Source: an optimization exercise on an open RTL-to-GDS flow (aim: small area, a short achievable clock period and few clock cycles). Production flows keep margins and buffers that such runs may drop. At most, simulation tests tie the RTL to the original design; equivalence was not proved. Function not checked in run 1: the RTL went through the layout flow alone.

## flow/design.v (module list and top-level ports; edited modules follow where they fit)
// module mem: 25 lines
// module dot8: 3926 lines
// module fa: 10 lines
// module accum: 135 lines
// module ctrl: 95 lines
// module mvm: 130 lines
// module mvm_top: 37 lines
module mvm_top (
    input  clk,
    input  rst,
    input  [63:0] i_vec_wdata,
    input  [2:0]  i_vec_waddr,
    input  i_vec_wen,
    input  [63:0] i_mat_wdata,
    input  [3:0]  i_mat_waddr,
    input  [1:0]  i_mat_wen,
    input  i_start,
    input  [2:0]  i_vec_start_addr,
    input  [3:0]  i_vec_num_words,
    input  [3:0]  i_mat_start_addr,
    input  [4:0]  i_mat_num_rows_per_olane,
    output o_busy,
    output [63:0] o_result,
    output o_valid
);
  // ...
==> flow/run.sh <==
#!/bin/bash
# synth_recipe.tcl (not shown) runs the flow's synth.tcl, then flattens the netlist and writes it again
# the make line also repeats each setting of config.mk as NAME=value (left out here)
make -C /OpenROAD-flow-scripts/flow DESIGN_CONFIG=/design/flow/config.mk WORK_HOME=/design/flow/orfs CLKGATE_MAP_FILE= SYNTH_SCRIPT=/design/flow/synth_recipe.tcl finish
==> flow/config.mk <==
export PLATFORM = sky130hd
export DESIGN_NAME = mvm_top
export DESIGN_NICKNAME = mvm_top
export VERILOG_FILES = /design/flow/design.v
export SDC_FILE = /design/flow/constraint.sdc
export NUM_CORES = 4
export LEC_CHECK = 0
export CAP_MARGIN = 20
export CORE_MARGIN = 2
export CORE_UTILIZATION = 40
export SETUP_SLACK_MARGIN = 2.8
export SLEW_MARGIN = 20
export SYNTH_HIERARCHICAL = 1
export SYNTH_MINIMUM_KEEP_SIZE = 0
==> flow/constraint.sdc <==
create_clock -name core_clock -period 5.3 [get_ports {clk}]
set_input_delay 1.0600 -clock core_clock [delete_from_list [all_inputs] [get_ports {clk}]]
set_output_delay 1.0600 -clock core_clock [all_outputs]
set_load 0.01 [all_outputs]
==> flow_metrics.env, run 1 <==
export IMPL_finalSetupViolations=0
export IMPL_startpoint="u_mvm.lane[0].accumulator.result[21]"
export IMPL_final_common_cell="edfxtp_1"
export IMPL_path_max_fanout=5
export IMPL_met2_usage_pct=39.9
export IMPL_grt_pass1_wl_mm=863
export IMPL_use_met1_pct=36.6
export IMPL_status="timing/DRC/antenna clean"
export IMPL_grt_overflow=0
export IMPL_final_cell_mix="edfxtp_1 (2,565), fa_1 (1,985), nand2_1 (1,631)"
export IMPL_die_height_um=686
export IMPL_ant_nets=0
export IMPL_cts_max_level=5
export IMPL_multi_input_area_share_pct=34.0
export IMPL_cts_hold_buf=0
export IMPL_skew_ns=0.144
export IMPL_start_util_pct=40.2
export IMPL_num_rows=250
export IMPL_crit_path_start_kind="flip-flop"
export IMPL_ios=223
export IMPL_clkSinkCount=4190
export IMPL_drv_slew=0
export IMPL_holdWs_ns=0.312
export IMPL_slowest_delay_ns=0.37
export IMPL_cts_root_buffer="clkbuf_16"
export IMPL_antenna_found_initial=86
==> module mvm, before the edit <==
module mvm (
    input  clk,
    input  rst,
    input  [63:0] i_vec_wdata,
    input  [2:0]  i_vec_waddr,
    input  i_vec_wen,
    input  [63:0] i_mat_wdata,
    input  [3:0]  i_mat_waddr,
    input  [1:0]  i_mat_wen,
    input  i_start,
    input  [2:0]  i_vec_start_addr,
    input  [3:0]  i_vec_num_words,
    input  [3:0]  i_mat_start_addr,
    input  [4:0]  i_mat_num_rows_per_olane,
    output o_busy,
    output [63:0] o_result,
    output o_valid
);
localparam NL = 2;
logic       g_valid, g_first, g_last, psel, mask0, mask1;
logic [1:0] vrow0, vrow1;
logic [2:0] mrow0, mrow1;
ctrl controller (
    .clk(clk),
    .rst(rst),
    .start(i_start),
    .vec_start_addr(i_vec_start_addr),
    .vec_num_words(i_vec_num_words),
    .mat_start_addr(i_mat_start_addr),
    .mat_num_rows_per_olane(i_mat_num_rows_per_olane),
    .g_valid(g_valid),
    .g_first(g_first),
    .g_last(g_last),
    .vrow0(vrow0),
    .vrow1(vrow1),
    .mrow0(mrow0),
    .mrow1(mrow1),
    .psel(psel),
    .mask0(mask0),
    .mask1(mask1),
    .busy(o_busy)
);
logic [63:0] wr_vdata, wr_mdata;
logic [2:0]  wr_vaddr;
logic [3:0]  wr_maddr;
logic        wr_ven;
logic [1:0]  wr_men;
always_ff @(posedge clk) begin
    wr_vdata <= i_vec_wdata;
    wr_vaddr <= i_vec_waddr;
    wr_ven <= i_vec_wen;
    wr_mdata <= i_mat_wdata;
    wr_maddr <= i_mat_waddr;
    wr_men <= i_mat_wen;
end
logic [63:0] vb0, vb1;
logic [NL-1:0][63:0] mb0, mb1;
mem #(.DATAW(64), .DEPTH(8)) vec_memory (
    .clk(clk),
    .wdata(wr_vdata),
    .waddr(wr_vaddr),
    .wen(wr_ven),
    .raddr0(vrow0),
    .raddr1(vrow1),
    .rdata0(vb0),
    .rdata1(vb1)
);
localparam TREE_STAGES = 3;
localparam ROWW = 110;                
localparam TD = TREE_STAGES + 1;      
logic [TD:1] valid_d, first_d, last_d;
logic out_a, out_b;
wire  first_t = first_d[TD];
logic [63:0] w_v0, w_v1;
logic [NL-1:0][63:0] w_m0, w_m1;
logic [NL-1:0][21:0] res;
always_ff @(posedge clk) begin
    w_v0 <= (psel ? vb1 : vb0) & {64{!mask0}};
    w_v1 <= (psel ? vb0 : vb1) & {64{!mask1}};
end
genvar i;
generate
    for (i = 0; i < NL; i++) begin : lane
        logic [ROWW-1:0] rows;
        mem #(.DATAW(64), .DEPTH(16)) mat_memory (
            .clk(clk),
            .wdata(wr_mdata),
            .waddr(wr_maddr),
            .wen(wr_men[i]),
            .raddr0(mrow0),
            .raddr1(mrow1),
            .rdata0(mb0[i]),
            .rdata1(mb1[i])
        );
        always_ff @(posedge clk) begin
            w_m0[i] <= mb0[i];
            w_m1[i] <= mb1[i];
        end
        dot8 dot_unit (
            .clk(clk),
            .m0(w_m0[i]),
            .m1(w_m1[i]),
            .v0(w_v0),
            .v1(w_v1),
            .rows(rows)
        );
        accum accumulator (
            .clk(clk),
            .rows(rows),
            .first(first_t),
            .result(res[i])
        );
        assign o_result[32*i +: 32] = {{10{res[i][21]}}, res[i]};
    end
endgenerate
always_ff @(posedge clk) begin
    first_d <= {first_d[TD-1:1], g_first};
    last_d <= {last_d[TD-1:1], g_last};
    if (rst) begin
        valid_d <= '0;
        out_a <= 1'b0;
        out_b <= 1'b0;
    end else begin
        valid_d <= {valid_d[TD-1:1], g_valid};
        out_a <= valid_d[TD] && last_d[TD];    
        out_b <= out_a;                        
    end
end
assign o_valid = out_b;
endmodule
==> run 2, diff against run 1 <==
--- a/flow/design.v
+++ b/flow/design.v
@@ -4233,15 +4233,2 @@
 );
-logic [63:0] wr_vdata, wr_mdata;
-logic [2:0]  wr_vaddr;
-logic [3:0]  wr_maddr;
-logic        wr_ven;
-logic [1:0]  wr_men;
-always_ff @(posedge clk) begin
-    wr_vdata <= i_vec_wdata;
-    wr_vaddr <= i_vec_waddr;
-    wr_ven <= i_vec_wen;
-    wr_mdata <= i_mat_wdata;
-    wr_maddr <= i_mat_waddr;
-    wr_men <= i_mat_wen;
-end
 logic [63:0] vb0, vb1;
@@ -4250,5 +4237,5 @@
     .clk(clk),
-    .wdata(wr_vdata),
-    .waddr(wr_vaddr),
-    .wen(wr_ven),
+    .wdata(i_vec_wdata),
+    .waddr(i_vec_waddr),
+    .wen(i_vec_wen),
     .raddr0(vrow0),
@@ -4277,5 +4264,5 @@
             .clk(clk),
-            .wdata(wr_mdata),
-            .waddr(wr_maddr),
-            .wen(wr_men[i]),
+            .wdata(i_mat_wdata),
+            .waddr(i_mat_waddr),
+            .wen(i_mat_wen[i]),
             .raddr0(mrow0),
--- a/flow/config.mk
+++ b/flow/config.mk
@@ -10,3 +10,3 @@
 export CORE_UTILIZATION = 40
-export SETUP_SLACK_MARGIN = 2.8
+export SETUP_SLACK_MARGIN = 2.6
 export SLEW_MARGIN = 20
==> run 2 against run 1 <==
Effect of this change: flip-flop and latch count shrank 138; synthesized cell count shrank 1.3%; critical path type is now flip-flop to flip-flop; sequential share of layout area grew 0.23 points; area after synthesis shrank 1.5%.
==> flow_metrics.env, run 2 <==
export IMPL_dieArea_mm2=0.464
export IMPL_antenna_found_initial=114
export IMPL_start_util_pct=40.2
export IMPL_via_per_inst=5.66
export IMPL_r2r_setup_slack_ns=2.51
export IMPL_final_area_mm2=0.210
export IMPL_syn_to_final_growth_pct=14.4
export IMPL_numCtsBuffers=415
export IMPL_dr_pass1_iters=8
export IMPL_drv_slew=0
export IMPL_core_area_mm2=0.456
export IMPL_port_buffers=221
export IMPL_cts_tree="built"
export IMPL_nets=13249
export IMPL_path_max_fanout=16
export IMPL_slowest_delay_ns=0.79
export IMPL_ant_nets=0
export IMPL_placed_cells=16535
export IMPL_fillers=38657
export IMPL_wl_mm=625
export IMPL_min_period_ns=2.79
export IMPL_final_cell_mix="edfxtp_1 (2,565), fa_1 (2,038), nand2_1 (1,643)"
export IMPL_syn_num_nets=12683
export IMPL_drive_above_1_share_pct=21.8
export IMPL_endpoint_kind="flip-flop"
export IMPL_routed_top_layer="met5"
export IMPL_grt_overflow=0
export IMPL_max_freq_mhz=358
export IMPL_drt_iter0_markers=12844
export IMPL_die_w_um=681
export IMPL_rsz0062_at_grt="true"
export IMPL_worstHoldStart="u_mvm.lane[1].dot_unit.rb_c2_0"
export IMPL_hold_viol=0
export IMPL_synth_cells=10397
export IMPL_num_vias=99143
export IMPL_crit_path_start_kind="flip-flop"
export IMPL_startpoint="u_mvm.w_v1[52]"
export IMPL_hold_path_class="flip-flop to flip-flop"
export IMPL_path_clk_slew_ns=0.06
export IMPL_r2r_start="u_mvm.w_v1[52]"
export IMPL_status="timing/DRC/antenna clean"
export IMPL_tightest_slew_ns=1.04
export IMPL_num_rows=248
export IMPL_final_common_cell="edfxtp_1"
export IMPL_wl_met3_mm=74.2
export IMPL_finalSetupViolations=0
export IMPL_grt_pass1_vias=103718
export IMPL_clkSinkCount=4052
export IMPL_ios=223
export IMPL_slew_headroom_pct=30.8
export IMPL_clock_latency_ns=1.02
export IMPL_cpMostUsedCell="fa_1"
export IMPL_wl_met2_mm=272
export IMPL_drt_wirelength_per_cell_um=35.6
export IMPL_drc=0
export IMPL_track_usage_pct=26.8
export IMPL_cp_arrival_ns=3.63
export IMPL_skew_ns=0.0889
export IMPL_crit_chain="nand2_1, fa_1, fa_1, fa_1"
export IMPL_fin_tns_setup_ns=0
export IMPL_grt_pass1_wl_mm=848
export IMPL_crit_required_ns=6.14
export IMPL_syn_area_mm2=0.183
export IMPL_yosysWarnings=12
export IMPL_clk_path_buf_depth=4
export IMPL_period_share_pct=52.6
export IMPL_cts_max_level=5
export IMPL_cts_hold_buf=0
export IMPL_cts_root_buffer="clkbuf_16"
export IMPL_fin_cells=17527
export IMPL_syn_area_per_cell_um2=17.6
export IMPL_place_area_mm2=0.193
export IMPL_gp_congestion=1.00
export IMPL_grt_max_degree=103
export IMPL_setup_worst_path_class="flip-flop to flip-flop"
export IMPL_m1WireLength_mm=244
export IMPL_crit_slowest_cell="dfxtp_4"
export IMPL_die_height_um=681
export IMPL_post_dp_hpwl_mm=440
export IMPL_cap_violations=0
## run 2: through the flow
stage / setup slack [ns] / util, % / hold WS [ns]
2_1_floorplan: 1.64 / - / 0.310
3_3_place_gp: 1.05 / 42.2 / 0.311
3_5_place_dp: 1.02 / 42.2 / 0.312
4_1_cts: 2.47 / 45.7 / 0.303
5_1_grt: 2.52 / 46.0 / 0.320
6_report: 2.51 / 46.0 / 0.317
## run 2: final timing paths
| kind | endpoint | cells after the start |
|---|---|---|
| worst max-delay path | u_mvm.lane[1].dot_unit.ra_c10_29 | 4 |
| worst min-delay path | u_mvm.lane[1].dot_unit.rc_c2_0 | 0 |
| worst max register to register | u_mvm.lane[1].dot_unit.ra_c10_29 | 4 |
| worst min register to register | u_mvm.lane[1].dot_unit.rc_c2_0 | 0 |
## run 2: layer usage
metal  up-vias  global-route usage, %
met4        38                   12.3
met5         -                  0.208
li1      37781                      -
met2      6331                   39.3
met1     53594                   36.3
met3      1399                   8.78
## run 2: timing repair
action / CTS / global route
pin swaps: 1 / 2
cloned: 0 / 1
setup buffers: 77 / 58
resized for setup: 503 / 86
setup endpoints to repair: 2017 / 205
## run 2: area by class of cell
type	instances	area, µm²	share of cell area (%)
Antenna cell	76	190	0.0906
Clock buffer	546	11600	5.53
Clock inverter	234	2870	1.36
Inverter	106	398	0.189
Multi-Input combinational cell	5815	73400	35.0
Sequential cell	4052	108000	51.2
Tap cell	6125	7660	3.65
Timing Repair Buffer	573	6240	2.97
## run 2: worst max-delay path: cells and delay by family, from the launching register on
kind | cells | cell delay [ns]
fa+ha+maj | 3 | 1.63
simple gates | 1 | 0.17
flops | 1 | 0.79
Testbench counts of run 2, summed over its fixed seeds: cycles 13,267.

static timing again, ports no longer ideal:
In the flow no input, the clock included, has a driving cell. The finished layouts below were timed again as built, in two steps. Step 1 sets driving cells, clkbuf_16 on the clock port and buf_2 on the other inputs (assumed; they add their load-dependent delay and slew). Step 2 times the ports against the registers' clock, not the clock port: input delays grow and output delays shrink by t, the midpoint of the rising clock arrivals with the driver on. Slacks: no drivers / after step 1 / after step 2; pairs: no drivers / after step 1.
run	t (ns)	slack for setup (ns)	pins driven straight from the clock port
run 1	1.148	2.471 / 2.344 / 1.980	1
run 2	1.105	2.510 / 2.436 / 1.583	1
After both steps every run listed still meets setup and hold. For run 2, which loses most, drivers alone change the setup slack by -0.074 ns; drivers and shift together by -0.927 ns.
